This is an optimization exercise on Yosys and OpenROAD, whose aim is small area, not a production implementation.
Function was checked by simulation only, so behaviour that the tests miss may differ from the original.
In runs 3 to 6 the design's own scripts or RTL, not TritonCTS, make the clock network.
The flow treats the clock pin as an ideal source. Dropping or thinning the clock tree relies on that and would not hold on a real chip.
Power figures rest on the tool's default switching activity, not on a simulated workload.

==> flow/design.v <==
module snake(hex3_d,hex2_d,hex1_d,hex0_d,p,sw,button,clk,rst,step);
input clk, rst, step;
input [3:0] sw;
input [2:0] button;
output [6:0] hex0_d, hex1_d, hex2_d, hex3_d;
output [3:0] p;
reg [1:0] hd, td;    
reg [2:0] hs, ts;    
reg blk, tblk, errd, len0;
reg [3:0] regp;
function [4:0] mv;
  input [2:0] s; input [1:0] dir; input b;
  reg t, a, c;
  begin
    t = s[2]; a = s[1]; c = s[0];
    if (!t) begin
      if (dir[0]) mv = {dir[1], !dir[1], s};           
      else mv = {2'b00, 1'b1, b, c ^ dir[1]};          
    end else begin
      if (!dir[0]) mv = {2'b00, 1'b1, a, !c};          
      else mv = {dir[1] & !a, !dir[1] & a, 1'b0, c & !b, !(c ^ b)};   
    end
  end
endfunction
function [1:0] dstep;
  input [1:0] d; input [1:0] st;
  begin
    dstep = {d[1] ^ (st[0] & d[0] | st[1] & !d[0]), d[0] ^ (st[0] | st[1])};
  end
endfunction
wire [1:0] dir = button[2] ? (button[1:0] == 2'b01 ? 2'b11 :
                              button[1:0] == 2'b10 ? 2'b01 : 2'b00) : 2'b10;
wire [3:0] rp = regp | sw;
wire [4:0] hm = mv(hs, dir, blk);
wire [1:0] nd = dstep(hd, hm[4:3]);
wire [2:0] ns = hm[2:0];
wire [3:0] hdo = {hd == 2'd3, hd == 2'd2, hd == 2'd1, hd == 2'd0};
wire [3:0] tdo = {td == 2'd3, td == 2'd2, td == 2'd1, td == 2'd0};
wire [6:0] hso = {hs == 3'd7, hs == 3'd6, hs == 3'd5, hs == 3'd4, hs == 3'd2, hs == 3'd1, hs == 3'd0};
wire [6:0] tso = {ts == 3'd7, ts == 3'd6, ts == 3'd5, ts == 3'd4, ts == 3'd2, ts == 3'd1, ts == 3'd0};
wire [27:0] hit, on;
wire [55:0] tq;
wire [1:0] tdir;
wire [3:0] hitd;
wire err = errd || |hitd;
wire [3:0] pt = dir[1] ? {hdo[1], hdo[2], hdo[3], hdo[0]}
                       : {hdo[0], hdo[1], hdo[2], hdo[3]};
wire [3:0] eatv = pt & rp & {4{!err && hs == 3'b000 && dir[0]}};
wire eat = |eatv;
wire del = !eat;
wire [4:0] tm = mv(ts, tdir, tblk);
wire [1:0] ntd = dstep(td, tm[4:3]);
wire go = rst && step && !err;
wire hw = go && !(del && len0);    
wire tw = go && del && !len0;      
always @(posedge clk) begin
  if (!rst) begin
    hd <= 2'd2; hs <= 3'b001; td <= 2'd2; ts <= 3'b001;
    blk <= 1'b0; tblk <= 1'b0; errd <= 1'b0; len0 <= 1'b1; regp <= 4'd0;
  end else if (step) begin
    regp <= rp & ~eatv;
    if (err) errd <= 1'b1;
    else begin
      hd <= nd; hs <= ns; blk <= dir[1] ^ dir[0];
      if (eat) len0 <= 1'b0;
      if (del && len0) begin
        td <= nd; ts <= ns; tblk <= dir[1] ^ dir[0];
      end else if (del) begin
        td <= ntd; ts <= tm[2:0]; tblk <= tdir[1] ^ tdir[0];
      end
    end
  end
end
localparam [31:0] LIT = 32'b00000001_11110110_11110110_00110111;
wire [3:0] hwd = hdo & {4{hw}};
wire [3:0] twd = tdo & {4{tw}} | {4{!rst}};    
wire [6:0] tsr = tso | {7{!rst}};
wire [3:0] hdv = hdo & {4{!errd}};
genvar g;
generate for (g = 0; g < 32; g = g + 1) begin : c
  localparam integer D = g / 8, S = g % 8;
  if (S != 3) begin : u
    localparam integer J = S > 3 ? S - 1 : S;
    localparam integer K = D * 7 + J;
    snake_cell #(.LIT(LIT[g])) sc (.clk(clk), .errd(errd), .dir(dir),
      .hwd(hwd[D]), .hdv(hdv[D]), .hs(hso[J]),
      .twd(twd[D]), .ts(tso[J]), .tsr(tsr[J]),
      .tq(tq[K*2 +: 2]), .hit(hit[K]), .on(on[K]));
  end
end endgenerate
wire [7:0] tqd;
generate for (g = 0; g < 4; g = g + 1) begin : rd
  assign tqd[g*2 +: 2] = tq[g*14 +: 2] | tq[g*14+2 +: 2] | tq[g*14+4 +: 2] | tq[g*14+6 +: 2]
                       | tq[g*14+8 +: 2] | tq[g*14+10 +: 2] | tq[g*14+12 +: 2];
  assign hitd[g] = |hit[g*7 +: 7] & hdo[g];
end endgenerate
assign tdir = tqd[1:0] & {2{tdo[0]}} | tqd[3:2] & {2{tdo[1]}}
            | tqd[5:4] & {2{tdo[2]}} | tqd[7:6] & {2{tdo[3]}};
assign hex0_d = ~{on[1], on[4], on[3], on[0], on[5], on[6], on[2]};
assign hex1_d = ~{on[8], on[11], on[10], on[7], on[12], on[13], on[9]};
assign hex2_d = ~{on[15], on[18], on[17], on[14], on[19], on[20], on[16]};
assign hex3_d = ~{on[22], on[25], on[24], on[21], on[26], on[27], on[23]};
assign p = ~regp;
endmodule
module snake_cell #(parameter LIT = 1'b0) (
  input clk, input errd, input [1:0] dir,
  input hwd, input hdv, input hs,
  input twd, input ts, input tsr,
  output [1:0] tq, output hit, output on);
reg occ;
reg [1:0] dr;
wire wr = hwd & hs;
always @(posedge clk) begin
  occ <= wr | occ & !(twd & tsr);
  if (!occ) dr <= dir;
end
assign tq = dr & {2{ts}};
assign hit = occ & hs;
assign on = errd ? LIT : occ | hdv & hs;
endmodule
==> flow/flow/run.sh <==
#!/bin/bash
set -euo pipefail
W=$(pwd)
export OWN_ABC_SCRIPT=$W/flow/area.abc

# ORFS's synth.tcl with only its ABC call changed
sed 's|log_cmd abc {\*}\$abc_args|log_cmd abc -script $::env(OWN_ABC_SCRIPT) {*}$lib_args {*}$lib_dont_use_args|' \
  "$FLOW_HOME/scripts/synth.tcl" > "$W/own_synth_core.tcl"
grep -q OWN_ABC_SCRIPT "$W/own_synth_core.tcl"
# The standard flow's synthesis script, sourcing that copy
sed "s|source \$::env(SCRIPTS_DIR)/synth.tcl|source $W/own_synth_core.tcl|" synth_recipe.tcl > "$W/own_synth.tcl"
grep -q own_synth_core "$W/own_synth.tcl"
# standard.sh with that synthesis script
sed "s|SYNTH_SCRIPT=[^ ]*|SYNTH_SCRIPT=$W/own_synth.tcl|" standard.sh > "$W/own_standard.sh"
grep -q own_synth.tcl "$W/own_standard.sh"

bash "$W/own_standard.sh" synth > "$W/synth.log" 2>&1
bash "$W/own_standard.sh" finish "BUFFER_PORTS_ARGS=-buffer_cell sky130_fd_sc_hd__buf_1" \
  "CTS_ARGS=-sink_clustering_enable -repair_clock_nets -dont_use_dummy_load -buf_list sky130_fd_sc_hd__clkbuf_8" \
  > "$W/layout.log" 2>&1
test -s "$W/out/final.def"
==> flow/flow/area.abc <==
strash
&get -n
&st
&deepsyn -T 30
&dch -f
&nf -a -R 1000
&put
topo
==> flow/standard.sh <==
#!/bin/bash
# synth_recipe.tcl (not shown) runs the flow's synth.tcl, then flattens the netlist and writes it again
# the make line also repeats each setting of config.mk as NAME=value (left out here)
make -C /OpenROAD-flow-scripts/flow DESIGN_CONFIG=/design/flow/config.mk WORK_HOME=/design/flow/orfs CLKGATE_MAP_FILE= SYNTH_SCRIPT=/design/flow/synth_recipe.tcl "${@:-finish}"
==> flow/config.mk <==
export PLATFORM = sky130hd
export DESIGN_NAME = snake
export DESIGN_NICKNAME = snake
export VERILOG_FILES = /design/flow/design.v
export SDC_FILE = /design/flow/constraint.sdc
export NUM_CORES = 4
export LEC_CHECK = 0
export CAP_MARGIN = 20
export CORE_MARGIN = 2
export CORE_UTILIZATION = 75
export GPL_TIMING_DRIVEN = 0
export SLEW_MARGIN = 20
==> flow/constraint.sdc <==
create_clock -name core_clock -period 15.0 [get_ports {clk}]
set_input_delay 3.0000 -clock core_clock [delete_from_list [all_inputs] [get_ports {clk}]]
set_output_delay 3.0000 -clock core_clock [all_outputs]
set_load 0.01 [all_outputs]
==> flow_summary_export.csv, run 1 <==
group,metric,value,unit
logic_synthesis,async_flop_share,0,%
logic_synthesis,ys_top_cells_by_count,"70 x o21ai_0, 56 x edfxtp_1, 47 x clkinv_1",
critical_path,critPathBufInv,3,
critical_path,cpLargestDelayFamily,"simple AND/OR/NAND/NOR gates",
logic_synthesis,yosysMostFrequentCell,"o21ai_0",
finish,num-fill-cells,338,
sta,timing.hold.ws,0.497,ns
clock_network,insertion_delay,0.36,ns
sta,hold_violations,0,
grt,grt.overflow.total,0,
critical_path,r2r-start,"hs[2]$_SDFFE_PN0P_",
place,io_buffer_count,41,
sta,rsz0062_at_grt,"false",
drt,first_pass_iters,10,
grt,grtUsageMet3,11.8,%
finish,n_antenna_cell,0,
grt,grt_pass1_vias,3937,
finish,final_nets,524,
grt,grt_first_pass_wirelength,21400,um
die,num_io_pins,42,
power,power.density,110,mW/mm2
clock_network,clkSinkCount,102,
clock_network,clk_pin_slew,0.08,ns
logic_synthesis,yosysSeqAreaShare,56.7,%
hold_path,worstHoldPathType,"flip-flop to flip-flop",
clock_network,cts_setup_buffers,0,
logic_synthesis,synth_edf_count,56,
place,globalplace.congestion,0.988,
die,dieArea,0.00676,mm2
die,core_area,0.00592,mm2
clock_network,h-tree-depth,3,
critical_path,path_cells,"buf_1 > clkinv_1 > ha_1 > nand2b_2 > clkinv_1 > xnor2_1 > nor2b_1 > o311ai_0 > and3_1 > nand2_1 > nor2_1 > a21oi_1 > o21ai_0 > o21ai_0",
finish,syn2layout_area_growth,8.86,%
sta,fin_tns_setup,0,ns
clock_network,cts_made_buffers,9,
grt,grt_max_degree,40,
sta,slew_viol_final,0,
drt,vias,4342,
sta,relSlewSlack,25.2,%
drt,drt-wirelength-per-cell,24.3,um
drt,drc_errors,0,
critical_path,startpoint_type,"primary input",
logic_synthesis,synth_top_area_share,36.7,%
grt,antenna_found_initial,0,
grt,grt_usage,43.7,%
place,placed_cells,571,
die,die_x,82.2,um
sta,fin_crit_sh,39.8,%
drt,drtIter0Drc,663,
critical_path,cp-end-kind,"flip-flop",
power,ir_drop,78.0,uV
critical_path,worst_path_max_delay_cell,"nand2b_2",
critical_path,slowest_delay,0.55,ns
place,preCtsSetupSlack,8.50,ns
finish,seqCellArea,0.00260,mm2
logic_synthesis,netlist_area,0.00459,mm2
sta,layout_setup_ws,9.03,ns
logic_synthesis,yosys_register_bits,102,
clock_network,hold_buffers,0,
finish,multi_input_area,0.00184,mm2
logic_synthesis,post_synth_main_area_contributors,"edfxtp_1 37%, dfxtp_1 20%, o21ai_0 7.6%",
grt,use_met2,67.8,%
clock_network,clk_path_buf_depth,2,
logic_synthesis,ys.flop_type,"edfxtp_1",
finish,drive_gt1_share,3.17,%
critical_path,worstSetupStartpoint,"button[1]",
sta,setup_viol,0,
critical_path,path_max_fanout,30,
sta,clock_skew,0.0212,ns
sta,worstMarginPinSlew,1.11,ns
flow_run,max_cap_violations,0,
drt,vias_per_cell,7.49,
drt,finalWirelength,14100,um
logic_synthesis,syn-num-nets,472,
logic_synthesis,syn_inst,455,
die,start_util,77.5,%
clock_network,cts_tree,"yes",
critical_path,crit_arrival,6.20,ns
sta,fin_crit,5.97,ns
finish,layout.cells.non_filler,580,
logic_synthesis,synth_cell_type_count,40,
logic_synthesis,yosys_warnings,3,
grt,busiest_layer,"met2",
run_status,status,"complete, no violations",
critical_path,critPathRequiredTime,15.23,ns
clock_network,cts_root_buf,"clkbuf_8",
grt,grt.met1_usage,56.7,%
die,rows,28,
critical_path,worstSetupPathType,"primary input to flip-flop",
logic_synthesis,synth_area_leader_cell,"edfxtp_1",
place,dp_hpwl,9460,um
die,die_h,82.2,um
logic_synthesis,synth_area_per_cell,10.1,um2
clock_network,cts_resized,0,
power,p_leak,1.62,nW
drt,ant_nets,0,
hold_path,min-delay-start,"blk$_SDFFE_PN0P_",
sta,fmax,167,MHz
## area by class of cell
type,count,share of cell area [%]
sequential,102,52.1
multi-input combinational,306,36.9
inverter,47,3.53
timing repair buffer,41,3.08
clock buffer,9,2.48
tap,75,1.88
## worst register-to-register path: cells and delay by family, from the launching register on
family	cells	cell delay, ns
AO/OA/AOI/OAI	8	1.78
buffers and inverters	1	0.32
flip-flops	1	0.48
AND/OR/NAND/NOR	6	2.26
## cell usage in the layout, fill, tap and decap left out, types with 3 or more instances in the layout
cell type,synthesis,routed
a22o_1,5,5
nand3_1,3,3
and3_1,3,3
buf_1,0,41
a31oi_1,5,5
o311ai_0,3,3
dfxtp_1,46,46
nor3_1,9,7
o21ai_0,70,70
o21bai_1,5,5
xnor2_1,5,5
a221oi_1,7,7
clkinv_1,47,47
edfxtp_1,56,56
nor2_1,30,30
nor2b_1,5,4
o22ai_1,3,3
a22oi_1,23,23
ha_1,7,7
clkbuf_8,0,9
nor3b_2,0,3
nand4_1,9,9
a21oi_1,24,24
nand2_1,40,40
a211oi_1,21,21
or2_0,4,4
## where the power goes
part	total [W]	internal, W	switching [W]
Sequential	0.000325	0.000310	0.0000147
Combinational	0.0000871	0.0000260	0.0000611
Clock	0.000138	0.0000541	0.0000840
Total	0.000550	0.000390	0.000160
## sequential cells by signal (all words and copies together) (netlist names)
register,cells
c.u.sc.dr,56
ts,3
len0,1
errd,1
hs,3
regp,4
c.u.sc.occ,28
blk,1
tblk,1
td,2
hd,2
## stage by stage
stage	utilization (%)	area, um2	total power [W]
after floorplan	-	4590	0.000376
after global placement	81.7	4840	0.000401
after detailed placement	82.2	4870	0.000409
after CTS	84.3	4990	0.000541
after global routing	84.4	4990	0.000562
final	84.4	4990	0.000550
## worst paths after layout
check	slack, ns	cells after the start	to
worst min register to register	0.50	2	blk$_SDFFE_PN0P_
worst max-delay path	9.03	14	c[5].u.sc.occ$_DFF_P_
worst min-delay path	0.50	2	blk$_SDFFE_PN0P_
worst max register to register	10.06	15	c[5].u.sc.occ$_DFF_P_
## routing by layer
| metal | routed length, um | vias to the layer above | share of wire, % |
|---|---|---|---|
| li1 | - | 1823 | - |
| met1 | 4730 | 1966 | 34 |
| met2 | 6350 | 431 | 45 |
| met3 | 2110 | 122 | 15 |
| met4 | 931 | 0 | 6.6 |
| met5 | 0 | - | 0 |
## cell families after synthesis
family | after synthesis | synth area share, %
DFF | 102 | 56.7
and+or+nand+nor | 113 | 11.4
buffers and inverters | 47 | 3.85
muxes | 2 | 0.436
AOI/OAI and AO/OA | 179 | 24.8
adders and majority gates | 7 | 1.91
xor gates and xnor gates | 5 | 0.954
==> inputs of run 2 (changes only) <==
==> flow/run.sh (new file) <==
#!/bin/bash
# synth_recipe.tcl (not shown) runs the flow's synth.tcl, then flattens the netlist and writes it again
# the make line also repeats each setting of config.mk as NAME=value (left out here)
make -C /OpenROAD-flow-scripts/flow DESIGN_CONFIG=/design/flow/config.mk WORK_HOME=/design/flow/orfs CLKGATE_MAP_FILE= SYNTH_SCRIPT=/design/flow/synth_recipe.tcl finish
--- a/flow/config.mk
+++ b/flow/config.mk
@@ -7,6 +7,7 @@
 export LEC_CHECK = 0
 export CAP_MARGIN = 20
 export CORE_MARGIN = 2
-export CORE_UTILIZATION = 75
+export CORE_UTILIZATION = 70
+export CTS_BUF_LIST = sky130_fd_sc_hd__clkbuf_8
 export GPL_TIMING_DRIVEN = 0
 export SLEW_MARGIN = 20
removed: flow/flow/run.sh
removed: flow/flow/area.abc
removed: flow/standard.sh
==> run 2 against run 1 <==
  * Still clean on timing, DRC and antenna
  * Critical path depth fell by 3
  * Combinational power rose by 69%
  * Clock skew shrank 0.0071 ns
  * Clock power up 22%
  * Synthesized cell count rose by 20%
  * Register-to-register slack gained 1.6 ns
  * Core utilization is 3.0 points lower
  * Global-route usage is 6.1 points lower
  * Final area grew 26%
  * Critical path type unchanged
  * Critical endpoint is now c[26].u.sc.occ$_DFF_P_
  * Largest cell class unchanged
  * Largest power group unchanged
==> flow_summary_export.csv, run 2 <==
group,metric,value,unit
finish,syn2layout_area_growth,12.8,%
hold_path,worstHoldPathType,"flip-flop to flip-flop",
die,die_x,93.2,um
hold_path,min-delay-start,"blk$_SDFFE_PN0P_",
finish,drive_gt1_share,12.9,%
logic_synthesis,yosys_warnings,3,
sta,relSlewSlack,28.0,%
sta,fin_crit,6.25,ns
place,globalplace.congestion,0.999,
logic_synthesis,ys_top_cells_by_count,"56 x edfxtp_1, 47 x inv_1, 46 x dfxtp_1",
logic_synthesis,syn-num-nets,564,
die,rows,32,
finish,multi_input_area,0.00258,mm2
drt,drtIter0Drc,534,
logic_synthesis,syn_inst,547,
finish,largest_reg_flops,56,
logic_synthesis,yosys_register_bits,102,
run_status,status,"complete, no violations",
critical_path,path_max_fanout,35,
logic_synthesis,synth_mux_area_share,7.57,%
sta,worstMarginPinSlew,1.08,ns
clock_network,cts_root_buf,"clkbuf_8",
sta,setup_viol,0,
logic_synthesis,synth_xor_area_share,0.472,%
logic_synthesis,async_flop_share,0,%
critical_path,crit_arrival,6.51,ns
critical_path,reg2reg_slack,11.67,ns
die,start_util,72.1,%
place,preCtsSetupSlack,8.44,ns
clock_network,hold_buffers,0,
power,switching_share,32.0,%
sta,clock_skew,0.0141,ns
finish,num-fill-cells,482,
drt,first_pass_iters,6,
critical_path,path_cells,"clkdlybuf4s50_1 > inv_1 > ha_1 > nand2b_1 > inv_1 > nand2_1 > nor2_1 > a21oi_1 > or4_1 > clkbuf_1 > o32ai_1",
logic_synthesis,post_synth_main_area_contributors,"edfxtp_1 30%, dfxtp_1 17%, mux2i_1 4.7%",
logic_synthesis,synth_cell_type_count,74,
sta,rsz0062_at_grt,"false",
critical_path,worst_path_max_delay_cell,"inv_1",
critical_path,cp-end-kind,"flip-flop",
critical_path,critical_path.most_common_cell,"inv_1",
logic_synthesis,synth_top_area_share,30.2,%
critical_path,worstSetupPathType,"primary input to flip-flop",
finish,final_util,81.3,%
logic_synthesis,ys.flop_type,"edfxtp_1",
grt,grt_pass1_vias,4594,
critical_path,crit_end,"c[26].u.sc.occ$_DFF_P_",
finish,n_antenna_cell,0,
power,ir_drop,58.6,uV
drt,vias_per_cell,6.92,
drt,drt-wirelength-per-cell,22.3,um
sta,layout_setup_ws,8.75,ns
power,power.internal,0.000430,W
critical_path,critPathRequiredTime,15.26,ns
logic_synthesis,synth_edf_count,56,
finish,regMostFlops,"c.u.sc.dr",
power,seqPwrFrac,50.2,%
place,dp_hpwl,11500,um
finish,final_nets,615,
clock_network,clk_pin_slew,0.11,ns
power,p_sw,0.000202,W
grt,grt_first_pass_wirelength,24600,um
sta,fmax,160,MHz
clock_network,cts_tree,"yes",
logic_synthesis,yosysSeqAreaShare,46.7,%
clock_network,clk_path_buf_depth,2,
grt,antenna_found_initial,0,
logic_synthesis,synthSimpleGateAreaFrac,14.5,%
drt,drc_errors,0,
die,dieArea,0.00869,mm2
clock_network,clkSinkCount,102,
clock_network,cts_made_buffers,9,
die,num_io_pins,42,
grt,grt_usage,37.6,%
finish,mostFrequentLayoutCells,"56 x edfxtp_1, 47 x inv_1, 46 x dfxtp_1",
critical_path,slowest_delay,0.83,ns
finish,final_common_cell,"edfxtp_1",
sta,slew_viol_final,0,
sta,fin_tns_setup,0,ns
clock_network,cts_setup_buffers,0,
logic_synthesis,synth_compound_area_share,22.2,%
clock_network,h-tree-depth,3,
die,die_h,93.2,um
logic_synthesis,netlist_area,0.00557,mm2
sta,hold_violations,0,
critical_path,rr_endpoint,"td[1]$_SDFFE_PN1P_",
drt,ant_nets,0,
logic_synthesis,synth_area_leader_cell,"edfxtp_1",
power,comb_power_share,23.3,%
critical_path,reg2reg_depth,15,
logic_synthesis,yosysMostFrequentCell,"edfxtp_1",
finish,seqCellArea,0.00260,mm2
grt,grt_max_degree,36,
clock_network,cts_resized,0,
power,p_leak,2.30,nW
logic_synthesis,synth_area_per_cell,10.2,um2
grt,grt.overflow.total,0,
die,core_area,0.00773,mm2
power,power.density,101,mW/mm2
drt,vias,4877,
flow_run,max_cap_violations,0,
critical_path,r2r-start,"ts[0]$_SDFFE_PN1P_",
finish,top_regs,"c.u.sc.dr x56, c.u.sc.occ x28, regp x4",
sta,fin_crit_sh,41.7,%
place,io_buffer_count,40,
logic_synthesis,synth_fa_ha_area_share,1.57,%
clock_network,insertion_delay,0.37,ns
critical_path,worstSetupStartpoint,"button[1]",
drt,finalWirelength,15700,um
critical_path,startpoint_type,"primary input",
power,clockPowerShare,26.5,%
logic_synthesis,synth_top_family_by_area,"compound AO/OA/AOI/OAI gates",
## run 2: kinds of logic after synthesis
group | after synthesis
AOI/OAI and AO/OA | 165
and+or+nand+nor | 145
DFF | 102
buffers and inverters | 89
muxes | 36
adders and majority gates | 7
xor gates and xnor gates | 3
## run 2: stage by stage
stage	cells	area [um2]	hold slack (ns)	total power (W)
2_1_floorplan	547	5570	0.464	0.000420
3_3_place_gp	689	6100	0.482	0.000460
3_5_place_dp	689	6100	0.495	0.000465
4_1_cts	705	6280	0.523	0.000626
5_1_grt	705	6280	0.561	0.000655
6_report	705	6280	0.526	0.000632
## run 2: power groups by stage
stage / Sequential, W / Clock (W) / Combinational [W]
2_1_floorplan: 0.000321 / 0 / 0.0000991
3_3_place_gp: 0.000323 / 0 / 0.000138
3_5_place_dp: 0.000324 / 0 / 0.000142
4_1_cts: 0.000317 / 0.000166 / 0.000143
5_1_grt: 0.000319 / 0.000178 / 0.000157
6_report: 0.000317 / 0.000168 / 0.000147
## run 2: critical path, delay by kind of cell
family	cells	cell delay, ns
buf+inv	4	1.52
simple gates	4	1.34
compound gates	2	0.38
fa+ha+maj	1	0.27
## run 2: area by class of cell
cell class | instances | share of cell area (%)
well taps | 102 | 2.03
flip-flops and latches | 102 | 41.4
inverters | 49 | 2.93
multi-input cells | 356 | 41.0
clock inverters | 7 | 0.976
plain buffers | 40 | 3.29
repair buffers | 40 | 6.37
clock buffers | 9 | 1.97
## run 2: how the worst min path moves through the flow
stage,endpoint,cells after the start
floorplan,blk$_SDFFE_PN0P_,2
global placement,blk$_SDFFE_PN0P_,2
detailed placement,blk$_SDFFE_PN0P_,2
CTS,blk$_SDFFE_PN0P_,2
global route,tblk$_SDFFE_PN0P_,2
finish,blk$_SDFFE_PN0P_,2
## run 2: per-layer routing
metal / vias to the layer above / wire length, um / global-route usage, %
li1: 2162 / - / -
met1: 2284 / 6080 / 51.1
met2: 376 / 7300 / 60.7
met3: 55 / 1760 / 6.12
met4: 0 / 564 / 15.0
met5: - / 0 / 0
==> inputs of run 3 (changes only) <==
==> flow/flow/run.sh (new file) <==
#!/bin/bash
# Own layout flow: the standard layout (standard.sh), with these changes:
#  - synthesis maps the logic with an area-oriented ABC script (flow/area.abc)
#    instead of ORFS's speed script; everything else in synthesis (the
#    script synth_recipe.tcl sources, the flattening and renaming) is unchanged,
#    so the registers are the standard synthesis's;
#  - the port buffers are the smallest buffer cell;
#  - the clock tree is built by flow/clock_tree.tcl (a root buffer and six
#    clkbuf_8 buffers, each driving a sixth of the registers) instead of by
#    TritonCTS;
set -euo pipefail
W=$(pwd)
export OWN_ABC_SCRIPT=$W/flow/area.abc
export OWN_CTS_ROOT=sky130_fd_sc_hd__clkbuf_2
export OWN_CTS_CELL=sky130_fd_sc_hd__clkbuf_8
export OWN_CTS_NBUF=6

# ORFS's synth.tcl with only its ABC call changed
sed 's|log_cmd abc {\*}\$abc_args|log_cmd abc -script $::env(OWN_ABC_SCRIPT) {*}$lib_args {*}$lib_dont_use_args|' \
  "$FLOW_HOME/scripts/synth.tcl" > "$W/own_synth_core.tcl"
grep -q OWN_ABC_SCRIPT "$W/own_synth_core.tcl"
# The standard flow's synthesis script, sourcing that copy
sed "s|source \$::env(SCRIPTS_DIR)/synth.tcl|source $W/own_synth_core.tcl|" synth_recipe.tcl > "$W/own_synth.tcl"
grep -q own_synth_core "$W/own_synth.tcl"
# standard.sh with that synthesis script
sed "s|SYNTH_SCRIPT=[^ ]*|SYNTH_SCRIPT=$W/own_synth.tcl|" standard.sh > "$W/own_standard.sh"
grep -q own_synth.tcl "$W/own_standard.sh"

bash "$W/own_standard.sh" synth > "$W/synth.log" 2>&1
bash "$W/own_standard.sh" finish "BUFFER_PORTS_ARGS=-buffer_cell sky130_fd_sc_hd__buf_1" \
  "PRE_CTS_TCL=$W/flow/clock_tree.tcl" > "$W/layout.log" 2>&1
test -s "$W/out/final.def"
==> flow/flow/area.abc (new file) <==
strash
&get -n
&st
&deepsyn -T 30
&dch -f
&nf -a -R 1000
&put
topo
==> flow/flow/clock_tree.tcl (new file) <==
# Sourced by ORFS's cts.tcl before clock tree synthesis (PRE_CTS_TCL): builds
# a small two-level clock tree instead of TritonCTS's H-tree. The registers
# are split by placement into OWN_CTS_NBUF balanced groups (alternating
# median cuts in x and y). The clock port drives one root buffer
# (OWN_CTS_ROOT), placed at the centre of the registers, which drives one
# OWN_CTS_CELL buffer per group, placed at the group's centre; each of these
# drives its group's clock pins. clock_tree_synthesis then only marks the
# clock propagated.
set own_nbuf $::env(OWN_CTS_NBUF)
set own_cell $::env(OWN_CTS_CELL)
set own_block [ord::get_db_block]
set own_clk [$own_block findNet clk]
set own_master [[ord::get_db] findMaster $own_cell]

set own_sinks {}
foreach it [$own_clk getITerms] {
  set bb [[$it getInst] getBBox]
  lappend own_sinks [list $it [expr {([$bb xMin] + [$bb xMax]) / 2}] \
                             [expr {([$bb yMin] + [$bb yMax]) / 2}]]
}

proc own_split { sinks n axis } {
  if { $n <= 1 } { return [list $sinks] }
  set idx [expr { $axis == 0 ? 1 : 2 }]
  set sorted [lsort -integer -index $idx $sinks]
  set m [expr { $n / 2 }]
  set half [expr { ([llength $sorted] * $m + $n / 2) / $n }]
  set a [lrange $sorted 0 [expr { $half - 1 }]]
  set b [lrange $sorted $half end]
  return [concat [own_split $a $m [expr { 1 - $axis }]] \
                 [own_split $b [expr { $n - $m }] [expr { 1 - $axis }]]]
}

set own_rx 0
set own_ry 0
foreach s $own_sinks {
  set own_rx [expr { $own_rx + [lindex $s 1] }]
  set own_ry [expr { $own_ry + [lindex $s 2] }]
}
set own_root [odb::dbInst_create $own_block [[ord::get_db] findMaster $::env(OWN_CTS_ROOT)] "clkbuf_own_root"]
set own_rnet [odb::dbNet_create $own_block "clk_own_root"]
$own_rnet setSigType CLOCK
[$own_root findITerm A] connect $own_clk
[$own_root findITerm X] connect $own_rnet
$own_root setLocation [expr { $own_rx / [llength $own_sinks] }] [expr { $own_ry / [llength $own_sinks] }]
$own_root setPlacementStatus PLACED

set own_k 0
foreach group [own_split $own_sinks $own_nbuf 0] {
  set sx 0
  set sy 0
  foreach s $group {
    set sx [expr { $sx + [lindex $s 1] }]
    set sy [expr { $sy + [lindex $s 2] }]
  }
  set cx [expr { $sx / [llength $group] }]
  set cy [expr { $sy / [llength $group] }]
  set inst [odb::dbInst_create $own_block $own_master "clkbuf_own_$own_k"]
  set net [odb::dbNet_create $own_block "clk_own_$own_k"]
  $net setSigType CLOCK
  [$inst findITerm A] connect $own_rnet
  [$inst findITerm X] connect $net
  foreach s $group {
    set it [lindex $s 0]
    $it disconnect
    $it connect $net
  }
  $inst setLocation $cx $cy
  $inst setPlacementStatus PLACED
  puts "own clock tree: buffer $own_k drives [llength $group] registers"
  incr own_k
}

rename clock_tree_synthesis own_unused_clock_tree_synthesis
proc clock_tree_synthesis { args } {
  set_propagated_clock [all_clocks]
}
==> flow/standard.sh (new file) <==
#!/bin/bash
# synth_recipe.tcl (not shown) runs the flow's synth.tcl, then flattens the netlist and writes it again
# the make line also repeats each setting of config.mk as NAME=value (left out here)
make -C /OpenROAD-flow-scripts/flow DESIGN_CONFIG=/design/flow/config.mk WORK_HOME=/design/flow/orfs CLKGATE_MAP_FILE= SYNTH_SCRIPT=/design/flow/synth_recipe.tcl "${@:-finish}"
--- a/flow/config.mk
+++ b/flow/config.mk
@@ -7,7 +7,6 @@
 export LEC_CHECK = 0
 export CAP_MARGIN = 20
 export CORE_MARGIN = 2
-export CORE_UTILIZATION = 70
-export CTS_BUF_LIST = sky130_fd_sc_hd__clkbuf_8
+export CORE_UTILIZATION = 75
 export GPL_TIMING_DRIVEN = 0
 export SLEW_MARGIN = 20
removed: flow/run.sh
==> run 3 against run 2 <==
  * Still clean
  * Flip-flop and latch count stayed put
  * Clock skew hardly changed
  * Final area is 21% lower
  * Sequential share of layout area is 11 points higher
  * Wire length is 15% lower
  * Synthesized cell count is 17% lower
  * Die area is 22% lower
  * Hold slack worse by 0.022 ns
  * Clock power is 28% lower
  * Maximum frequency is 10% higher
  * Core utilization is 2.4 points higher
  * Global-route usage is 1.9 points higher
  * Largest cell class unchanged
==> flow_summary_export.csv, run 3 <==
group,metric,value,unit
run_status,status,"complete, no violations",
logic_synthesis,synth_cell_type_count,40,
sta,clock_skew,0.0143,ns
critical_path,worst_path_max_delay_cell,"nand2b_2",
power,p_leak,1.60,nW
logic_synthesis,post_synth_main_area_contributors,"edfxtp_1 37%, dfxtp_1 20%, o21ai_0 7.6%",
logic_synthesis,async_flop_share,0,%
logic_synthesis,ys.flop_type,"edfxtp_1",
logic_synthesis,yosys_register_bits,102,
sta,fmax,176,MHz
finish,n_antenna_cell,0,
logic_synthesis,synth_edf_count,56,
finish,regMostFlops,"c.u.sc.dr",
critical_path,reg2reg_depth,15,
critical_path,startpoint_type,"primary input",
logic_synthesis,synth_area_per_cell,10.1,um2
finish,multi_input_area,0.00184,mm2
finish,syn2layout_area_growth,8.07,%
die,core_area,0.00592,mm2
drt,finalWirelength,13300,um
finish,top_regs,"c.u.sc.dr x56, c.u.sc.occ x28, regp x4",
die,num_io_pins,42,
logic_synthesis,yosysMostFrequentCell,"o21ai_0",
drt,vias,4153,
drt,drt-wirelength-per-cell,23.0,um
sta,hold_violations,0,
finish,largest_reg_flops,56,
grt,antenna_found_initial,0,
place,dp_hpwl,9460,um
finish,final_util,83.7,%
drt,drtIter0Drc,807,
place,io_buffer_count,41,
sta,fin_crit,5.69,ns
place,placed_cells,571,
finish,drive_gt1_share,2.78,%
die,die_h,82.2,um
grt,grt_pass1_vias,3774,
critical_path,crit_arrival,6.11,ns
grt,grt.overflow.total,0,
power,p_total,0.000529,W
sta,fin_crit_sh,37.9,%
critical_path,critPathBufInv,3,
clock_network,hold_buffers,0,
logic_synthesis,yosysSeqAreaShare,56.7,%
critical_path,crit_cells,14,
logic_synthesis,yosys_warnings,3,
finish,final_common_cell,"o21ai_0",
critical_path,cp-end-kind,"flip-flop",
die,die_x,82.2,um
sta,rsz0062_at_grt,"false",
critical_path,critPathRequiredTime,15.43,ns
power,power.density,107,mW/mm2
drt,first_pass_iters,7,
sta,timing.hold.ws,0.504,ns
clock_network,cts_resized,0,
critical_path,path_max_fanout,30,
power,ir_drop,95.6,uV
die,start_util,77.5,%
hold_path,whs_path_depth,2,
drt,vias_per_cell,7.19,
logic_synthesis,syn_inst,455,
clock_network,insertion_delay,0.54,ns
logic_synthesis,ys_top_cells_by_count,"70 x o21ai_0, 56 x edfxtp_1, 47 x clkinv_1",
hold_path,worstHoldPathType,"flip-flop to flip-flop",
finish,layout.cells.non_filler,578,
sta,setup_viol,0,
place,globalplace.congestion,0.988,
drt,ant_nets,0,
die,rows,28,
finish,seqCellArea,0.00260,mm2
grt,grt_first_pass_wirelength,20000,um
sta,relSlewSlack,27.8,%
sta,slew_viol_final,0,
logic_synthesis,synth_area_leader_cell,"edfxtp_1",
logic_synthesis,synth_top_area_share,36.7,%
critical_path,path_cells,"buf_1 > clkinv_1 > ha_1 > nand2b_2 > clkinv_1 > xnor2_1 > nor2b_1 > o311ai_0 > and3_1 > nand2_1 > nor2_1 > a31oi_1 > o21ai_0 > o21ai_0",
sta,worstMarginPinSlew,1.07,ns
critical_path,worstSetupPathType,"primary input to flip-flop",
logic_synthesis,syn-num-nets,472,
finish,mostFrequentLayoutCells,"70 x o21ai_0, 56 x edfxtp_1, 47 x clkinv_1",
clock_network,cts_setup_buffers,0,
clock_network,clk_pin_slew,0.12,ns
die,dieArea,0.00676,mm2
grt,grt_max_degree,40,
critical_path,cpLargestDelayFamily,"simple AND/OR/NAND/NOR gates",
logic_synthesis,netlist_area,0.00459,mm2
critical_path,slowest_delay,0.54,ns
flow_run,max_cap_violations,0,
finish,final_nets,522,
drt,drc_errors,0,
finish,num-fill-cells,343,
grt,grt_usage,39.5,%
sta,fin_tns_setup,0,ns
-- run 3: cell types whose count changed after synthesis, sizes merged, moves of 13 or more --
cell    change
inv        -49
buf        -19
clkbuf     -21
o211ai     -22
mux2i      -24
clkinv     +47
a22oi      +21
nand2b     -13
o21ai      +30
-- run 3: cell families after synthesis --
family | after synthesis | share of synthesized area, %
adders and majority gates | 7 | 1.91
muxes | 2 | 0.436
AOI/OAI and AO/OA | 179 | 24.8
buffers and inverters | 47 | 3.85
xor gates and xnor gates | 5 | 0.954
and+or+nand+nor | 113 | 11.4
DFF | 102 | 56.7
-- run 3: metrics by stage --
step | instance area [um2] | setup WS (ns)
after floorplan | 4590 | 9.02
after global routing | 4960 | 9.07
after detailed placement | 4870 | 8.50
final | 4960 | 9.31
after CTS | 4960 | 9.04
after global placement | 4840 | 7.79
-- run 3: tightest hold or removal path, delay by kind of cell (launching register included) --
kind,cells,cell delay [ns]
AND/OR/NAND/NOR,2,0.12
flip-flops,1,0.36
-- run 3: routing by layer --
metal | track usage [%] | vias up | wire (um)
met5 | 0 | - | 0
met4 | 13.7 | 0 | 510
met2 | 64.6 | 329 | 6310
met1 | 54.0 | 1948 | 4880
li1 | - | 1820 | -
met3 | 5.65 | 56 | 1590
-- run 3: final cells by class --
cell class,count,area share [%]
flip-flops and latches,102,52.5
multi-input cells,306,37.2
inverters,47,3.56
repair buffers,41,3.10
well taps,75,1.89
plain buffers,7,1.77
-- run 3: worst paths after layout --
check                startpoint                endpoint  slack, ns
min            blk$_SDFFE_PN0P_        blk$_SDFFE_PN0P_       0.50
max reg2reg  hs[0]$_SDFFE_PN1P_  c[31].u.sc.occ$_DFF_P_      10.27
max                   button[1]  c[31].u.sc.occ$_DFF_P_       9.31
min reg2reg    blk$_SDFFE_PN0P_        blk$_SDFFE_PN0P_       0.50
-- run 3: where the power goes --
group          switching (W)  internal [W]
clock network      0.0000833     0.0000373
registers          0.0000141      0.000310
logic              0.0000579     0.0000258
total               0.000155      0.000373
==> inputs of run 4 (changes only) <==
--- a/flow/flow/run.sh
+++ b/flow/flow/run.sh
@@ -5,15 +5,15 @@
 #    script synth_recipe.tcl sources, the flattening and renaming) is unchanged,
 #    so the registers are the standard synthesis's;
 #  - the port buffers are the smallest buffer cell;
-#  - the clock tree is built by flow/clock_tree.tcl (a root buffer and six
-#    clkbuf_8 buffers, each driving a sixth of the registers) instead of by
+#  - the clock tree is built by flow/clock_tree.tcl (a root buffer and seven
+#    clkbuf_8 buffers, each driving a seventh of the registers) instead of by
 #    TritonCTS;
 set -euo pipefail
 W=$(pwd)
 export OWN_ABC_SCRIPT=$W/flow/area.abc
 export OWN_CTS_ROOT=sky130_fd_sc_hd__clkbuf_2
 export OWN_CTS_CELL=sky130_fd_sc_hd__clkbuf_8
-export OWN_CTS_NBUF=6
+export OWN_CTS_NBUF=7
 
 # ORFS's synth.tcl with only its ABC call changed
 sed 's|log_cmd abc {\*}\$abc_args|log_cmd abc -script $::env(OWN_ABC_SCRIPT) {*}$lib_args {*}$lib_dont_use_args|' \
==> run 4 against run 3 <==
  * Critical path depth did not move
  * Flip-flop and latch count did not move
  * Synthesized area did not move
  * Critical endpoint unchanged
  * Largest power group unchanged
==> flow_summary_export.csv, run 4 <==
group,metric,value,unit
drt,first_pass_iters,7,
critical_path,slowest_delay,0.55,ns
grt,grt.overflow.total,0,
place,globalplace.congestion,0.988,
grt,antenna_found_initial,0,
sta,relSlewSlack,27.5,%
finish,largest_reg_flops,56,
hold_path,worstHoldPathType,"flip-flop to flip-flop",
sta,fmax,177,MHz
drt,vias_per_cell,7.28,
critical_path,startpoint_type,"primary input",
drt,drtIter0Drc,654,
clock_network,insertion_delay,0.60,ns
grt,grt_first_pass_wirelength,20400,um
die,rows,28,
finish,final_nets,523,
logic_synthesis,yosys_warnings,3,
finish,layout.cells.non_filler,579,
power,seqPwrFrac,60.2,%
clock_network,cts_resized,0,
drt,drt-wirelength-per-cell,23.5,um
logic_synthesis,synth_cell_type_count,40,
finish,final_area,0.00497,mm2
logic_synthesis,syn_inst,455,
drt,drc_errors,0,
power,p_leak,1.61,nW
critical_path,path_cells,"buf_1 > clkinv_1 > ha_1 > nand2b_2 > clkinv_1 > xnor2_1 > nor2b_1 > o311ai_0 > and3_1 > nand2_1 > nor2_1 > a31oi_1 > o21ai_0 > o21ai_0",
power,p_sw,0.000160,W
finish,num-fill-cells,348,
die,core_area,0.00592,mm2
die,num_io_pins,42,
logic_synthesis,ys_top_cells_by_count,"70 x o21ai_0, 56 x edfxtp_1, 47 x clkinv_1",
die,die_h,82.2,um
logic_synthesis,netlist_area,0.00459,mm2
sta,fin_tns_setup,0,ns
flow_run,max_cap_violations,0,
grt,grt_pass1_vias,3839,
place,placed_cells,571,
critical_path,worst_path_max_delay_cell,"nand2b_2",
critical_path,worstSetupPathType,"primary input to flip-flop",
power,power.density,108,mW/mm2
clock_network,hold_buffers,0,
sta,setup_viol,0,
finish,multi_input_area,0.00184,mm2
sta,hold_violations,0,
sta,clock_skew,0.0140,ns
die,die_x,82.2,um
power,power.internal,0.000379,W
die,start_util,77.5,%
logic_synthesis,yosysSeqAreaShare,56.7,%
finish,final_common_cell,"o21ai_0",
logic_synthesis,async_flop_share,0,%
logic_synthesis,yosys_register_bits,102,
drt,finalWirelength,13600,um
die,dieArea,0.00676,mm2
sta,layout_setup_ws,9.35,ns
critical_path,cp-end-kind,"flip-flop",
logic_synthesis,synth_top_area_share,36.7,%
sta,worstMarginPinSlew,1.08,ns
logic_synthesis,post_synth_main_area_contributors,"edfxtp_1 37%, dfxtp_1 20%, o21ai_0 7.6%",
power,ir_drop,98.9,uV
logic_synthesis,synth_area_leader_cell,"edfxtp_1",
finish,n_antenna_cell,0,
finish,top_regs,"c.u.sc.dr x56, c.u.sc.occ x28, regp x4",
logic_synthesis,synth_area_per_cell,10.1,um2
critical_path,path_max_fanout,30,
finish,syn2layout_area_growth,8.37,%
critical_path,critPathRequiredTime,15.49,ns
logic_synthesis,ys.flop_type,"edfxtp_1",
place,dp_hpwl,9460,um
finish,drive_gt1_share,2.98,%
logic_synthesis,synth_edf_count,56,
run_status,status,"complete, no violations",
place,postPlaceCellArea,0.00487,mm2
clock_network,cts_setup_buffers,0,
finish,mostFrequentLayoutCells,"70 x o21ai_0, 56 x edfxtp_1, 47 x clkinv_1",
logic_synthesis,syn-num-nets,472,
clock_network,clk_pin_slew,0.11,ns
sta,slew_viol_final,0,
power,clockPowerShare,24.0,%
sta,rsz0062_at_grt,"false",
sta,fin_crit_sh,37.7,%
grt,grt_usage,40.5,%
power,switching_share,29.7,%
drt,vias,4218,
sta,fin_crit,5.65,ns
logic_synthesis,yosysMostFrequentCell,"o21ai_0",
place,preCtsSetupSlack,8.50,ns
finish,seqCellArea,0.00260,mm2
finish,regMostFlops,"c.u.sc.dr",
critical_path,crit_arrival,6.14,ns
place,io_buffer_count,41,
grt,grt_max_degree,40,
power,comb_power_share,15.8,%
drt,ant_nets,0,
[run 4: cell count changes in the layout (fill, tap and decap cells not counted), sizes merged]
cell | previous run | this run
clkbuf | 7 | 8
[run 4: worst max-delay path: cells and delay by family]
family,cells,cell delay [ns]
simple gates,5,1.52
compound gates,4,0.82
buf+inv,3,0.34
xor+xnor,1,0.23
fa+ha+maj,1,0.20
[run 4: power groups by stage]
stage | combinational [W] | clock (W) | sequential [W]
after floorplan | 0.0000516 | 0 | 0.000325
after global placement | 0.0000734 | 0 | 0.000328
after detailed placement | 0.0000796 | 0 | 0.000330
after CTS | 0.0000817 | 0.000125 | 0.000324
after global routing | 0.0000903 | 0.000136 | 0.000326
final | 0.0000852 | 0.000130 | 0.000324
[run 4: layout make-up]
type	count	area share, %
Multi-Input combinational cell	306	37.1
Sequential cell	102	52.3
Timing Repair Buffer	41	3.10
Tap cell	75	1.89
Inverter	47	3.55
Buffer	8	2.04
[run 4: stage by stage]
step	power, W	hold slack [ns]	util (%)
after floorplan	0.000376	0.440	-
after global placement	0.000401	0.459	81.7
after detailed placement	0.000409	0.487	82.2
after CTS	0.000531	0.506	83.9
after global routing	0.000552	0.530	84.0
final	0.000539	0.501	84.0
[run 4: worst paths after layout]
check,from,to,slack (ns),cells past startpoint
max,button[1],c[31].u.sc.occ$_DFF_P_,9.35,14
min,blk$_SDFFE_PN0P_,blk$_SDFFE_PN0P_,0.50,2
max reg2reg,hs[2]$_SDFFE_PN0P_,c[31].u.sc.occ$_DFF_P_,10.33,15
min reg2reg,blk$_SDFFE_PN0P_,blk$_SDFFE_PN0P_,0.50,2
[run 4: cell families (layout without fill, tap and decap cells)]
family          after synthesis  count (layout)  synth area share [%]
mux                           2               2                 0.436
simple gates                113             113                  11.4
flops                       102             102                  56.7
xor+xnor                      5               5                 0.954
buf+inv                      47              96                  3.85
compound gates              179             179                  24.8
fa+ha+maj                     7               7                  1.91
[run 4: layer usage]
metal  wire [um]  share of wire, %  global-route usage [%]  up-vias
met1        4890                36                    54.5     1921
met5           0                 0                       0        -
met4         687               5.1                    14.8        0
li1            -                 -                       -     1816
met2        6250                46                    66.9      401
met3        1770                13                    6.09       80
==> inputs of run 5 (changes only) <==
--- a/flow/design.v
+++ b/flow/design.v
@@ -112,7 +112,7 @@
 wire wr = hwd & hs;
 always @(posedge clk) begin
   occ <= wr | occ & !(twd & tsr);
-  if (!occ) dr <= dir;
+  dr <= dir & {2{wr}} | dr & {2{!(twd & tsr)}};
 end
 assign tq = dr & {2{ts}};
 assign hit = occ & hs;
==> run 5 against run 4 <==
  * Final cell count up 17%
  * Clock power about the same
  * Hold slack got worse by 0.037 ns
  * First-iteration DRC count down 2.9%
  * Flip-flop and latch count stayed put
  * Die area down 0.41%
  * Sequential power decreased by about 10%
  * Setup slack worse by 0.64 ns
  * Still clean
  * Largest power group unchanged
  * Via count increased by 13%
  * Maximum frequency decreased by 10%
  * Wire length up 1.2%
==> flow_summary_export.csv, run 5 <==
group,metric,value,unit
finish,syn2layout_area_growth,8.41,%
sta,setup_viol,0,
clock_network,insertion_delay,0.59,ns
finish,final_common_cell,"nand2_1",
finish,final_nets,623,
logic_synthesis,syn-num-nets,572,
sta,layout_setup_ws,8.71,ns
critical_path,crit_arrival,6.79,ns
place,dp_hpwl,9780,um
logic_synthesis,yosys_warnings,3,
grt,grt_max_degree,31,
grt,grt_first_pass_wirelength,21000,um
sta,slew_viol_final,0,
drt,ant_nets,0,
critical_path,path_cells,"buf_1 > clkinv_1 > ha_1 > nand2b_1 > clkinv_1 > and3_1 > and2_0 > a21boi_0 > o21ai_0 > nand3_1 > clkinv_1 > nand2_1 > nand2_1 > nor3_1 > nand2_1 > o21ai_0",
sta,clock_skew,0.00867,ns
finish,seqCellArea,0.00204,mm2
critical_path,cp-end-kind,"flip-flop",
clock_network,cts_setup_buffers,0,
die,dieArea,0.00673,mm2
critical_path,worst_path_max_delay_cell,"nor3_1",
sta,fin_crit,6.29,ns
clock_network,clk_pin_slew,0.09,ns
sta,hold_violations,0,
finish,layout.cells.non_filler,679,
die,start_util,77.2,%
hold_path,worstHoldPathType,"flip-flop to flip-flop",
place,postPlaceCellArea,0.00483,mm2
logic_synthesis,synth_cell_type_count,37,
die,rows,28,
logic_synthesis,async_flop_share,0,%
critical_path,startpoint_type,"primary input",
die,die_x,82.0,um
logic_synthesis,yosys_register_bits,102,
drt,drc_errors,0,
logic_synthesis,yosysSeqAreaShare,44.7,%
place,globalplace.congestion,0.958,
place,preCtsSetupSlack,8.22,ns
critical_path,path_max_fanout,13,
critical_path,reg2reg_depth,17,
critical_path,worstSetupPathType,"primary input to flip-flop",
grt,grt.overflow.total,0,
finish,multi_input_area,0.00248,mm2
drt,vias,4762,
drt,first_pass_iters,5,
finish,n_antenna_cell,0,
logic_synthesis,ys_top_cells_by_count,"119 x nand2_1, 102 x dfxtp_1, 73 x o21ai_0",
sta,relSlewSlack,25.7,%
finish,regMostFlops,"c.u.sc.dr",
grt,antenna_found_initial,0,
grt,grt_usage,40.8,%
critical_path,crit_end,"c[23].u.sc.dr[1]$_DFF_P_",
finish,top_regs,"c.u.sc.dr x56, c.u.sc.occ x28, regp x4",
logic_synthesis,synth_top_area_share,44.7,%
power,p_total,0.000525,W
place,placed_cells,671,
finish,num-fill-cells,401,
grt,grt_pass1_vias,4204,
sta,fin_crit_sh,41.9,%
drt,vias_per_cell,7.01,
logic_synthesis,synth_area_leader_cell,"dfxtp_1",
critical_path,critPathRequiredTime,15.50,ns
finish,final_area,0.00495,mm2
critical_path,reg2reg_slack,9.56,ns
clock_network,cts_resized,0,
critical_path,r2r-start,"hs[0]$_SDFFE_PN1P_",
finish,drive_gt1_share,2.48,%
flow_run,max_cap_violations,0,
logic_synthesis,yosysMostFrequentCell,"nand2_1",
logic_synthesis,post_synth_main_area_contributors,"dfxtp_1 45%, nand2_1 9.8%, o21ai_0 8.0%",
drt,drtIter0Drc,635,
place,io_buffer_count,41,
power,power.density,106,mW/mm2
power,p_leak,1.70,nW
logic_synthesis,ys.flop_type,"dfxtp_1",
clock_network,hold_buffers,0,
sta,fin_tns_setup,0,ns
drt,drt-wirelength-per-cell,20.3,um
sta,fmax,159,MHz
critical_path,slowest_delay,0.86,ns
die,die_h,82.0,um
critical_path,worstSetupStartpoint,"button[1]",
logic_synthesis,netlist_area,0.00457,mm2
logic_synthesis,synth_area_per_cell,8.23,um2
finish,largest_reg_flops,56,
logic_synthesis,syn_inst,555,
drt,finalWirelength,13800,um
die,num_io_pins,42,
run_status,status,"complete, no violations",
finish,mostFrequentLayoutCells,"119 x nand2_1, 102 x dfxtp_1, 73 x o21ai_0",
die,core_area,0.00592,mm2
logic_synthesis,synth_edf_count,0,
power,ir_drop,99.4,uV
critical_path,rr_endpoint,"c[23].u.sc.dr[1]$_DFF_P_",
sta,rsz0062_at_grt,"false",
sta,worstMarginPinSlew,1.11,ns
## run 5: logic make-up after synthesis
family / synth area share, %
xor gates and xnor gates: 0.767
DFF: 44.7
adders and majority gates: 1.92
and+or+nand+nor: 20.5
buffers and inverters: 1.73
muxes: 0.219
AOI/OAI and AO/OA: 30.1
## run 5: metal layers
layer	vias to the layer above	track usage, %	wire length (um)
met1	2178	53.1	5230
met2	347	65.8	6180
met5	-	0	0
met3	81	8.68	1560
met4	0	17.0	777
li1	2156	-	-
## run 5: area by class of cell
class                      count  share of cell area, %
buffer                         8                   2.05
inverter                      21                   1.59
multi-input combinational    432                   50.1
sequential                   102                   41.2
tap                           75                   1.89
timing repair buffer          41                   3.11
## run 5: how the worst min path moves through the flow
| stage | slack (ns) | startpoint | depth (start not counted) | to |
|---|---|---|---|---|
| 3_5_place_dp | 0.44 | c[2].u.sc.dr[1]$_DFF_P_ | 2 | c[2].u.sc.dr[1]$_DFF_P_ |
| 3_3_place_gp | 0.43 | c[2].u.sc.dr[1]$_DFF_P_ | 2 | c[2].u.sc.dr[1]$_DFF_P_ |
| 6_report | 0.46 | c[4].u.sc.dr[1]$_DFF_P_ | 2 | c[4].u.sc.dr[1]$_DFF_P_ |
| 4_1_cts | 0.46 | c[1].u.sc.dr[0]$_DFF_P_ | 2 | c[1].u.sc.dr[0]$_DFF_P_ |
| 2_1_floorplan | 0.42 | c[2].u.sc.dr[1]$_DFF_P_ | 2 | c[2].u.sc.dr[1]$_DFF_P_ |
| 5_1_grt | 0.49 | c[2].u.sc.dr[1]$_DFF_P_ | 2 | c[2].u.sc.dr[1]$_DFF_P_ |
## run 5: through the flow
stage / hold slack (ns) / util (%)
2_1_floorplan: 0.425 / -
3_3_place_gp: 0.434 / 81.3
3_5_place_dp: 0.443 / 81.6
4_1_cts: 0.464 / 83.3
5_1_grt: 0.487 / 83.6
6_report: 0.465 / 83.6
## run 5: worst max-delay path, delay by kind of cell
kind	cells	cell delay, ns
compound gates	3	0.65
fa+ha+maj	1	0.25
simple gates	8	2.27
buf+inv	4	0.61
## run 5: where the power goes
group / total [W] / internal, W / switching (W)
registers: 0.000291 / 0.000276 / 0.0000145
logic: 0.000105 / 0.0000301 / 0.0000749
clock network: 0.000129 / 0.0000429 / 0.0000864
total: 0.000525 / 0.000349 / 0.000176
==> inputs of run 6 (changes only) <==
--- a/flow/flow/run.sh
+++ b/flow/flow/run.sh
@@ -6,13 +6,13 @@
 #    so the registers are the standard synthesis's;
 #  - the port buffers are the smallest buffer cell;
 #  - the clock tree is built by flow/clock_tree.tcl (a root buffer and seven
-#    clkbuf_8 buffers, each driving a seventh of the registers) instead of by
+#    buf_6 buffers, each driving a seventh of the registers) instead of by
 #    TritonCTS;
 set -euo pipefail
 W=$(pwd)
 export OWN_ABC_SCRIPT=$W/flow/area.abc
 export OWN_CTS_ROOT=sky130_fd_sc_hd__clkbuf_2
-export OWN_CTS_CELL=sky130_fd_sc_hd__clkbuf_8
+export OWN_CTS_CELL=sky130_fd_sc_hd__buf_6
 export OWN_CTS_NBUF=7
 
 # ORFS's synth.tcl with only its ABC call changed
--- a/flow/flow/clock_tree.tcl
+++ b/flow/flow/clock_tree.tcl
@@ -17,6 +17,12 @@
   set bb [[$it getInst] getBBox]
   lappend own_sinks [list $it [expr {([$bb xMin] + [$bb xMax]) / 2}] \
                              [expr {([$bb yMin] + [$bb yMax]) / 2}]]
+}
+
+proc own_out { inst } {
+  foreach it [$inst getITerms] {
+    if { [$it getIoType] == "OUTPUT" } { return $it }
+  }
 }
 
 proc own_split { sinks n axis } {
@@ -41,7 +47,7 @@
 set own_rnet [odb::dbNet_create $own_block "clk_own_root"]
 $own_rnet setSigType CLOCK
 [$own_root findITerm A] connect $own_clk
-[$own_root findITerm X] connect $own_rnet
+[own_out $own_root] connect $own_rnet
 $own_root setLocation [expr { $own_rx / [llength $own_sinks] }] [expr { $own_ry / [llength $own_sinks] }]
 $own_root setPlacementStatus PLACED
 
@@ -59,7 +65,7 @@
   set net [odb::dbNet_create $own_block "clk_own_$own_k"]
   $net setSigType CLOCK
   [$inst findITerm A] connect $own_rnet
-  [$inst findITerm X] connect $net
+  [own_out $inst] connect $net
   foreach s $group {
     set it [lindex $s 0]
     $it disconnect
==> run 6 against run 5 <==
  * Clock power is 5% lower
  * Sequential power barely moved
  * Sequential share of layout area increased by 0.15 points
  * Setup slack lost 0.093 ns
  * Flip-flop and latch count did not move
  * Combinational power barely moved
  * Die area is the same
  * Final area shrank 0.35%
  * Critical path type unchanged
  * Wire length increased by 0.11%
  * Register-to-register slack got worse by 0.03 ns
  * Hold slack is essentially flat
  * Synthesized area did not move
  * Largest cell class unchanged
==> flow_summary_export.csv, run 6 <==
group,metric,value,unit
run_status,status,"complete, no violations",
clock_network,cts_setup_buffers,0,
finish,top_regs,"c.u.sc.dr x56, c.u.sc.occ x28, regp x4",
logic_synthesis,yosysMostFrequentCell,"nand2_1",
critical_path,cp-end-kind,"flip-flop",
finish,regMostFlops,"c.u.sc.dr",
logic_synthesis,syn_inst,555,
clock_network,hold_buffers,0,
die,dieArea,0.00673,mm2
sta,fin_crit_sh,42.5,%
grt,grt_first_pass_wirelength,20800,um
drt,drt-wirelength-per-cell,20.3,um
power,p_total,0.000518,W
sta,slew_viol_final,0,
place,globalplace.congestion,0.958,
logic_synthesis,syn-num-nets,572,
sta,worstMarginPinSlew,1.13,ns
logic_synthesis,ys_top_cells_by_count,"119 x nand2_1, 102 x dfxtp_1, 73 x o21ai_0",
finish,n_antenna_cell,0,
sta,fin_crit,6.38,ns
finish,final_nets,623,
die,die_h,82.0,um
sta,relSlewSlack,23.8,%
critical_path,r2r-start,"hs[1]$_SDFFE_PN0P_",
logic_synthesis,post_synth_main_area_contributors,"dfxtp_1 45%, nand2_1 9.8%, o21ai_0 8.0%",
logic_synthesis,synth_area_per_cell,8.23,um2
sta,clock_skew,0.00992,ns
grt,grt_pass1_vias,4205,
die,num_io_pins,42,
clock_network,clk_pin_slew,0.10,ns
finish,final_area,0.00493,mm2
finish,layout.cells.non_filler,679,
die,core_area,0.00592,mm2
logic_synthesis,yosys_warnings,3,
drt,first_pass_iters,6,
sta,fmax,157,MHz
place,io_buffer_count,41,
critical_path,rr_endpoint,"c[23].u.sc.dr[1]$_DFF_P_",
logic_synthesis,ys.flop_type,"dfxtp_1",
critical_path,critPathRequiredTime,15.44,ns
drt,finalWirelength,13800,um
drt,ant_nets,0,
place,placed_cells,671,
finish,num-fill-cells,404,
clock_network,cts_resized,0,
logic_synthesis,netlist_area,0.00457,mm2
die,start_util,77.2,%
power,power.density,105,mW/mm2
logic_synthesis,async_flop_share,0,%
grt,grt_usage,40.4,%
critical_path,startpoint_type,"primary input",
finish,syn2layout_area_growth,8.03,%
critical_path,reg2reg_depth,18,
sta,rsz0062_at_grt,"false",
sta,hold_violations,0,
die,die_x,82.0,um
critical_path,worstSetupPathType,"primary input to flip-flop",
hold_path,min_to,"c[4].u.sc.dr[1]$_DFF_P_",
logic_synthesis,synth_top_area_share,44.7,%
sta,fin_tns_setup,0,ns
logic_synthesis,synth_edf_count,0,
clock_network,insertion_delay,0.54,ns
logic_synthesis,synth_cell_type_count,37,
logic_synthesis,yosysSeqAreaShare,44.7,%
finish,largest_reg_flops,56,
drt,vias,4762,
finish,mostFrequentLayoutCells,"119 x nand2_1, 102 x dfxtp_1, 73 x o21ai_0",
power,ir_drop,95.3,uV
drt,drc_errors,0,
flow_run,max_cap_violations,0,
die,rows,28,
logic_synthesis,yosys_register_bits,102,
place,dp_hpwl,9780,um
grt,grt_max_degree,31,
finish,final_common_cell,"nand2_1",
logic_synthesis,synth_area_leader_cell,"dfxtp_1",
finish,final_util,83.3,%
hold_path,worstHoldPathType,"flip-flop to flip-flop",
place,postPlaceCellArea,0.00483,mm2
critical_path,path_max_fanout,13,
critical_path,reg2reg_slack,9.53,ns
sta,setup_viol,0,
critical_path,crit_arrival,6.82,ns
hold_path,whs_path_depth,2,
hold_path,min-delay-start,"c[4].u.sc.dr[1]$_DFF_P_",
grt,antenna_found_initial,0,
grt,grt.overflow.total,0,
drt,drtIter0Drc,557,
finish,drive_gt1_share,2.48,%
drt,vias_per_cell,7.01,
power,p_leak,1.69,nW
-- run 6: cell counts after synthesis --
No cell type changed its count.
-- run 6: how the worst max path moves through the flow --
stage,to,slack [ns],start
after global routing,c[20].u.sc.dr[1]$_DFF_P_,8.35,button[1]
after detailed placement,c[23].u.sc.dr[1]$_DFF_P_,8.22,button[1]
after global placement,c[22].u.sc.dr[0]$_DFF_P_,8.33,button[1]
after CTS,c[23].u.sc.dr[1]$_DFF_P_,8.74,button[1]
after floorplan,c[21].u.sc.dr[0]$_DFF_P_,9.38,button[1]
final,c[23].u.sc.dr[1]$_DFF_P_,8.62,button[1]
-- run 6: power by group --
group	total [W]	switching [W]	leakage, nW	internal, W
clock	0.000122	0.0000849	0.0465	0.0000373
sequential	0.000291	0.0000146	0.824	0.000276
combinational	0.000105	0.0000746	0.817	0.0000301
total	0.000518	0.000174	1.69	0.000344
-- run 6: cell type report --
type | instances | area (um2) | share of cell area [%]
Multi-Input combinational cell | 432 | 2480 | 50.3
Tap cell | 75 | 93.8 | 1.90
Sequential cell | 102 | 2040 | 41.4
Timing Repair Buffer | 41 | 154 | 3.12
Buffer | 8 | 83.8 | 1.70
Inverter | 21 | 78.8 | 1.60
-- run 6: logic make-up after synthesis --
logic type	synth area share, %
xor gates and xnor gates	0.767
muxes	0.219
AOI/OAI and AO/OA	30.1
and+or+nand+nor	20.5
buffers and inverters	1.73
adders and majority gates	1.92
DFF	44.7
-- run 6: through the flow --
step / setup slack (ns) / hold WS, ns
6_report: 8.62 / 0.465
4_1_cts: 8.74 / 0.465
3_3_place_gp: 8.33 / 0.434
2_1_floorplan: 9.38 / 0.425
5_1_grt: 8.35 / 0.489
3_5_place_dp: 8.22 / 0.443
-- run 6: worst max-delay path, cell delays in order --
cell	delay [ns]
buf_1	0.07
clkinv_1	0.06
ha_1	0.25
nand2b_1	0.21
clkinv_1	0.29
and3_1	0.22
and2_0	0.14
a21boi_0	0.24
o21ai_0	0.13
nand3_1	0.10
clkinv_1	0.18
nand2_1	0.23
nand2_1	0.13
nor3_1	0.88
nand2_1	0.38
o21ai_0	0.30
-- run 6: layer usage --
metal / wire length (um) / GRT usage, % / vias up
met1: 5370 / 52.3 / 2219
met3: 1440 / 8.24 / 63
met4: 692 / 18.0 / 0
met2: 6260 / 65.2 / 329
li1: - / - / 2151
met5: 0 / 0 / -

[static timing again, ports no longer ideal]
The results above use ideal ports. As a check the final layouts listed here were re-extracted and re-timed, cells and wires unchanged.
Step 1 sets driving cells, clkbuf_16 on the clock port and buf_2 on the other inputs (assumed; they add their load-dependent delay and slew).
Step 2, shift: input delay + t, output delay - t, t = (earliest + latest rising clock arrival at the registers) / 2. This alone moves slack from input paths to output paths.
a / b / c = ideal / step 1 / step 2; a / b = the first two.
run | t (ns) | setup slack, ns | latest minus earliest clock arrival (ns) | slew at the worst register clock pin (ns) | worst data-port slew with drivers (ns)
run 1 | 0.381 | 9.027 / 9.041 / 8.660 | 0.022 / 0.021 | 0.10 / 0.10 | 0.04
run 2 | 0.400 | 8.748 / 8.759 / 8.359 | 0.014 / 0.014 | 0.11 / 0.11 | 0.03
run 3 | 0.570 | 9.314 / 9.328 / 8.759 | 0.015 / 0.015 | 0.12 / 0.12 | 0.04
run 4 | 0.626 | 9.350 / 9.362 / 8.738 | 0.014 / 0.014 | 0.11 / 0.11 | 0.04
run 5 | 0.617 | 8.713 / 8.719 / 8.102 | 0.008 / 0.009 | 0.10 / 0.10 | 0.03
run 6 | 0.561 | 8.620 / 8.624 / 8.063 | 0.010 / 0.010 | 0.11 / 0.11 | 0.04
After both steps every run listed still meets setup and hold. The setup slack of run 4, which loses most, moves by +0.012 ns with the drivers and by -0.612 ns with both steps.
